This is an optimization exercise on Yosys and OpenROAD, whose aim is small area and a short achievable clock period, not a production implementation. Where RTL was checked, it was by simulation tests only, not by an equivalence proof against the original. Power is estimated from default activity; no workload was simulated.

==> trial 39 <==
==> flow/design.v <==
`timescale 1ns / 1ps
module pwm_generator #(parameter clk_frequency = 450_000_000)(
    input clk,
    input resetn,
    input [1:0]freq_select,  
    input [7:0] duty_cycle,  
    output reg pwm_out
    );
    localparam freq_1KHz = clk_frequency/1_000;
    localparam freq_10KHz = clk_frequency/10_000;
    localparam freq_50KHz = clk_frequency/50_000;
    localparam freq_100KHz = clk_frequency/100_000;
    localparam counter_width = $clog2(freq_1KHz); 
    reg [counter_width-1:0] period_reg;      
    reg [counter_width-1:0] duty_compare_reg;  
    reg [counter_width-1:0] counter_reg;       
    always@(*)
        begin
            case(freq_select)
            2'b00: period_reg = freq_1KHz;
            2'b01: period_reg = freq_10KHz;
            2'b10: period_reg = freq_50KHz;
            2'b11: period_reg = freq_100KHz;
            default: period_reg = freq_1KHz;
            endcase
        end
      always@(*)
        begin
            duty_compare_reg = ({8'd0, period_reg} * {{counter_width{1'b0}}, duty_cycle}) >> 8;
        end
        always@(posedge clk or negedge resetn)
            begin
                if(!resetn)
                    begin
                        counter_reg <= 0;
                        pwm_out <= 0;
                    end
                 else begin
                         if (counter_reg >= period_reg - 1)
                                counter_reg <= 0;
                         else 
                                counter_reg <= counter_reg + 1;
                        if(counter_reg < duty_compare_reg)
                            pwm_out <=1;
                        else
                            pwm_out <=0;
                    end
           end                     
endmodule
==> flow/run.sh <==
#!/bin/bash
# synth_recipe.tcl (not shown) runs the flow's synth.tcl, then flattens the netlist and writes it again
# the make line also repeats each setting of config.mk as NAME=value (left out here)
make -C /OpenROAD-flow-scripts/flow DESIGN_CONFIG=/design/flow/config.mk WORK_HOME=/design/flow/orfs CLKGATE_MAP_FILE= SYNTH_SCRIPT=/design/flow/synth_recipe.tcl finish
==> flow/config.mk <==
export PLATFORM = sky130hd
export DESIGN_NAME = pwm_generator
export DESIGN_NICKNAME = pwm_generator
export VERILOG_FILES = /design/flow/design.v
export SDC_FILE = /design/flow/constraint.sdc
export NUM_CORES = 4
export LEC_CHECK = 0
export CAP_MARGIN = 20
export CORE_MARGIN = 2
export CORE_UTILIZATION = 40
export SLEW_MARGIN = 20
==> flow/constraint.sdc <==
create_clock -name core_clock -period 7.0 [get_ports {clk}]
set_input_delay 1.4000 -clock core_clock [delete_from_list [all_inputs] [get_ports {clk}]]
set_output_delay 1.4000 -clock core_clock [all_outputs]
set_load 0.01 [all_outputs]
==> trial 22: changes against trial 39 <==
==> flow/design.v, changed modules only <==
module pwm_generator #(parameter clk_frequency = 450_000_000)(
    input clk,
    input resetn,
    input [1:0] freq_select,
    input [7:0] duty_cycle,
    output reg pwm_out
    );
    reg       zq;     
    reg       last;   
    reg [4:0] k;      
    reg [8:0] vlo;    
    reg [3:0] r0;     
    reg [7:0] x;      
    reg [3:0] r1;     
    reg [7:0] z;      
    function gt8(input [7:0] a, input [7:0] b);
        reg [7:0] g, e;
        reg [3:0] g1, e1;
        reg [1:0] g2, e2;
        integer i;
        begin
            for (i = 0; i < 8; i = i + 1) begin
                g[i] = a[i] & ~b[i];
                e[i] = ~(a[i] ^ b[i]);
            end
            for (i = 0; i < 4; i = i + 1) begin
                g1[i] = g[2*i+1] | (e[2*i+1] & g[2*i]);
                e1[i] = e[2*i+1] & e[2*i];
            end
            for (i = 0; i < 2; i = i + 1) begin
                g2[i] = g1[2*i+1] | (e1[2*i+1] & g1[2*i]);
                e2[i] = e1[2*i+1] & e1[2*i];
            end
            gt8 = g2[1] | (e2[1] & g2[0]);
        end
    endfunction
    function [8:0] inc9(input [8:0] a, input en);
        integer i, j;
        reg p;
        begin
            for (i = 0; i < 9; i = i + 1) begin
                p = 1'b1;
                for (j = i - 1; j >= 0; j = j - 1)
                    p = a[j] & p;
                inc9[i] = a[i] ^ (en & p);
            end
        end
    endfunction
    localparam [63:0] LONG = 64'hd6ad5ad5ab5ab56a;
    wire long_seg = LONG[vlo[5:0]];
    wire k17   = k[4] & k[0];
    wire r0_9  = r0[3] & r0[0];
    wire r1_9  = r1[3] & r1[0];
    wire c10   = last & r0_9;
    wire c100  = c10 & r1_9;
    wire z_ge3   = |z[7:2] | (z[1] & z[0]);
    wire z_eq2   = ~|z[7:2] & z[1] & ~z[0];
    wire z_ge6   = |z[7:3] | (z[2] & z[1]);
    wire z_eq5   = ~|z[7:3] & z[2] & ~z[1] & z[0];
    wire z_ge26  = |z[7:5] | (z[4] & z[3] & (z[2] | (z[1] & z[0])));
    wire z_eq25  = ~|z[7:5] & z[4] & z[3] & ~z[2] & ~z[1] & z[0];
    wire r1_ge6  = r1[3] | (r1[2] & r1[1]);
    wire r1_eq5  = ~r1[3] & r1[2] & ~r1[1] & r1[0];
    wire r1_ge2  = r1[3] | r1[2] | r1[1];
    wire r1_eq1  = ~r1[3] & ~r1[2] & ~r1[1] & r1[0];
    wire r0_ge6  = r0[3] | (r0[2] & r0[1]);
    wire r0_ge2  = r0[3] | r0[2] | r0[1];
    wire ge256   = z_ge3  | (z_eq2  & (r1_ge6 | (r1_eq5 & r0_ge6)));    
    wire ge512   = z_ge6  | (z_eq5  & (r1_ge2 | (r1_eq1 & r0_ge2)));    
    wire ge2560  = z_ge26 | (z_eq25 & r1_ge6);                          
    wire wrap1   = ge256  | (&vlo[7:0] & k17);
    wire wrap2   = ge512  | (&vlo[8:0] & k17);
    wire wrap10  = ge2560 | (&x & r0_9 & k17);
    wire wrap100 = &z & r1_9 & r0_9 & k17;
    wire [7:0] d  = duty_cycle;
    wire hi1      = ~ge256  & gt8(d, vlo[7:0]);
    wire hi2      = ~ge512  & gt8(d, vlo[8:1]);
    wire hi10     = ~ge2560 & gt8(d, x);
    wire hi100    = gt8(d, z);
    reg hi, wrap;
    always @(*) begin
        case (freq_select)
            2'b00: begin hi = hi100; wrap = wrap100; end
            2'b01: begin hi = hi10;  wrap = wrap10;  end
            2'b10: begin hi = hi2;   wrap = wrap2;   end
            default: begin hi = hi1; wrap = wrap1;   end
        endcase
    end
    always @(posedge clk or negedge resetn) begin
        if (!resetn) begin
            zq      <= 1'b1;
            pwm_out <= 1'b0;
        end else begin
            pwm_out <= zq ? |d : hi;
            zq      <= ~zq & wrap;
        end
    end
    wire [8:0] vlo_i = inc9(vlo, last);
    wire [8:0] x_i   = inc9({1'b0, x}, c10);
    wire [8:0] z_i   = inc9({1'b0, z}, c100);
    wire [8:0] k_i   = inc9({4'b0, k}, 1'b1);
    wire [8:0] r0_i  = inc9({5'b0, r0}, 1'b1);
    wire [8:0] r1_i  = inc9({5'b0, r1}, 1'b1);
    always @(posedge clk) begin
        if (zq) begin
            last <= 1'b0;
            k    <= 5'd1;
            vlo  <= 9'd0;
            r0   <= 4'd0;
            x    <= 8'd0;
            r1   <= 4'd0;
            z    <= 8'd0;
        end else begin
            last <= ~last & ((k == 5'd16) | ((k == 5'd15) & ~long_seg));
            k    <= last ? 5'd0 : k_i[4:0];
            vlo  <= vlo_i;
            if (last) r0 <= r0_9 ? 4'd0 : r0_i[3:0];
            x    <= x_i[7:0];
            if (c10) r1 <= r1_9 ? 4'd0 : r1_i[3:0];
            z    <= z_i[7:0];
        end
    end
endmodule
--- a/flow/config.mk
+++ b/flow/config.mk
@@ -7,2 +7,3 @@
 export LEC_CHECK = 0
+export ABC_CLOCK_PERIOD_IN_PS = 2000
 export CAP_MARGIN = 20
@@ -10,2 +11,3 @@
 export CORE_UTILIZATION = 40
+export SETUP_SLACK_MARGIN = 4.7
 export SLEW_MARGIN = 20
==> summary.txt <==
item                                                                            trial 22                 trial 39
Run status                                                       complete, no violations  complete, no violations
Reg-to-reg setup timing slack                                                    4.82 ns                  4.57 ns
Psw                                                                             173.0 µW                  1358 µW
Die outline area                                                            0.007449 mm²              0.01520 mm²
Placeable core region                                                       0.006459 mm²              0.01388 mm²
Tap cell instance count                                                               77                      180
Multiplexer area fraction after synthesis                                         1.616%                  0.1759%
Internal Power                                                                  395.6 µW                  1500 µW
Buffers inserted during post-CTS setup optimization                                    2                        3
Global-route usage over all layers                                                17.04%                   19.52%
Final worst hold slack                                                         0.5198 ns                0.4778 ns
Flip-flop count of the largest register after layout                                   9                       19
Overall power after layout                                                      568.6 µW                  2858 µW
Clock-pin transition on the worst setup and hold timing paths                    0.08 ns                  0.06 ns
Synthesized-area fraction occupied by ao, oa, aoi and oai cells                   12.05%                   14.24%
Row Count                                                                             29                       43
Worst-case headroom to the max-slew limit                                         45.94%                   39.51%
No functional check of the RTL was part of trial 22.

==> static timing again, ports no longer ideal <==
How much do the figures lean on ideal ports? The routed layouts below were timed once more, with nothing changed but the port constraints.
Step 1 (the two cells are an assumption about what drives the block):
set clk [get_ports {clk}]
set_driving_cell -lib_cell sky130_fd_sc_hd__clkbuf_16 $clk
set_driving_cell -lib_cell sky130_fd_sc_hd__buf_2 [delete_from_list [all_inputs] $clk]
Step 2 adds t to the input delays and takes it off the output delays; t is the mean of the earliest and latest rising clock arrival at the registers after step 1. Input paths then give back, and output paths get back, about the clock's delay inside the block.
Three values: ideal, step 1, step 2; two values: the first two.
run | t (ns) | setup slack, ns | hold WS [ns] | worst slew at a driven data input, ns
trial 39 | 0.277 | 0.206 / 0.197 / -0.080 | 0.478 / 0.478 / 0.478 | 0.04
trial 22 | 0.316 | 4.520 / 4.506 / 4.190 | 0.520 / 0.520 / 0.520 | 0.06
Met with ideal ports but missed after step 2: setup timing in trial 39. For trial 22, which loses most, drivers alone change the setup slack by -0.014 ns; drivers and shift together by -0.330 ns.
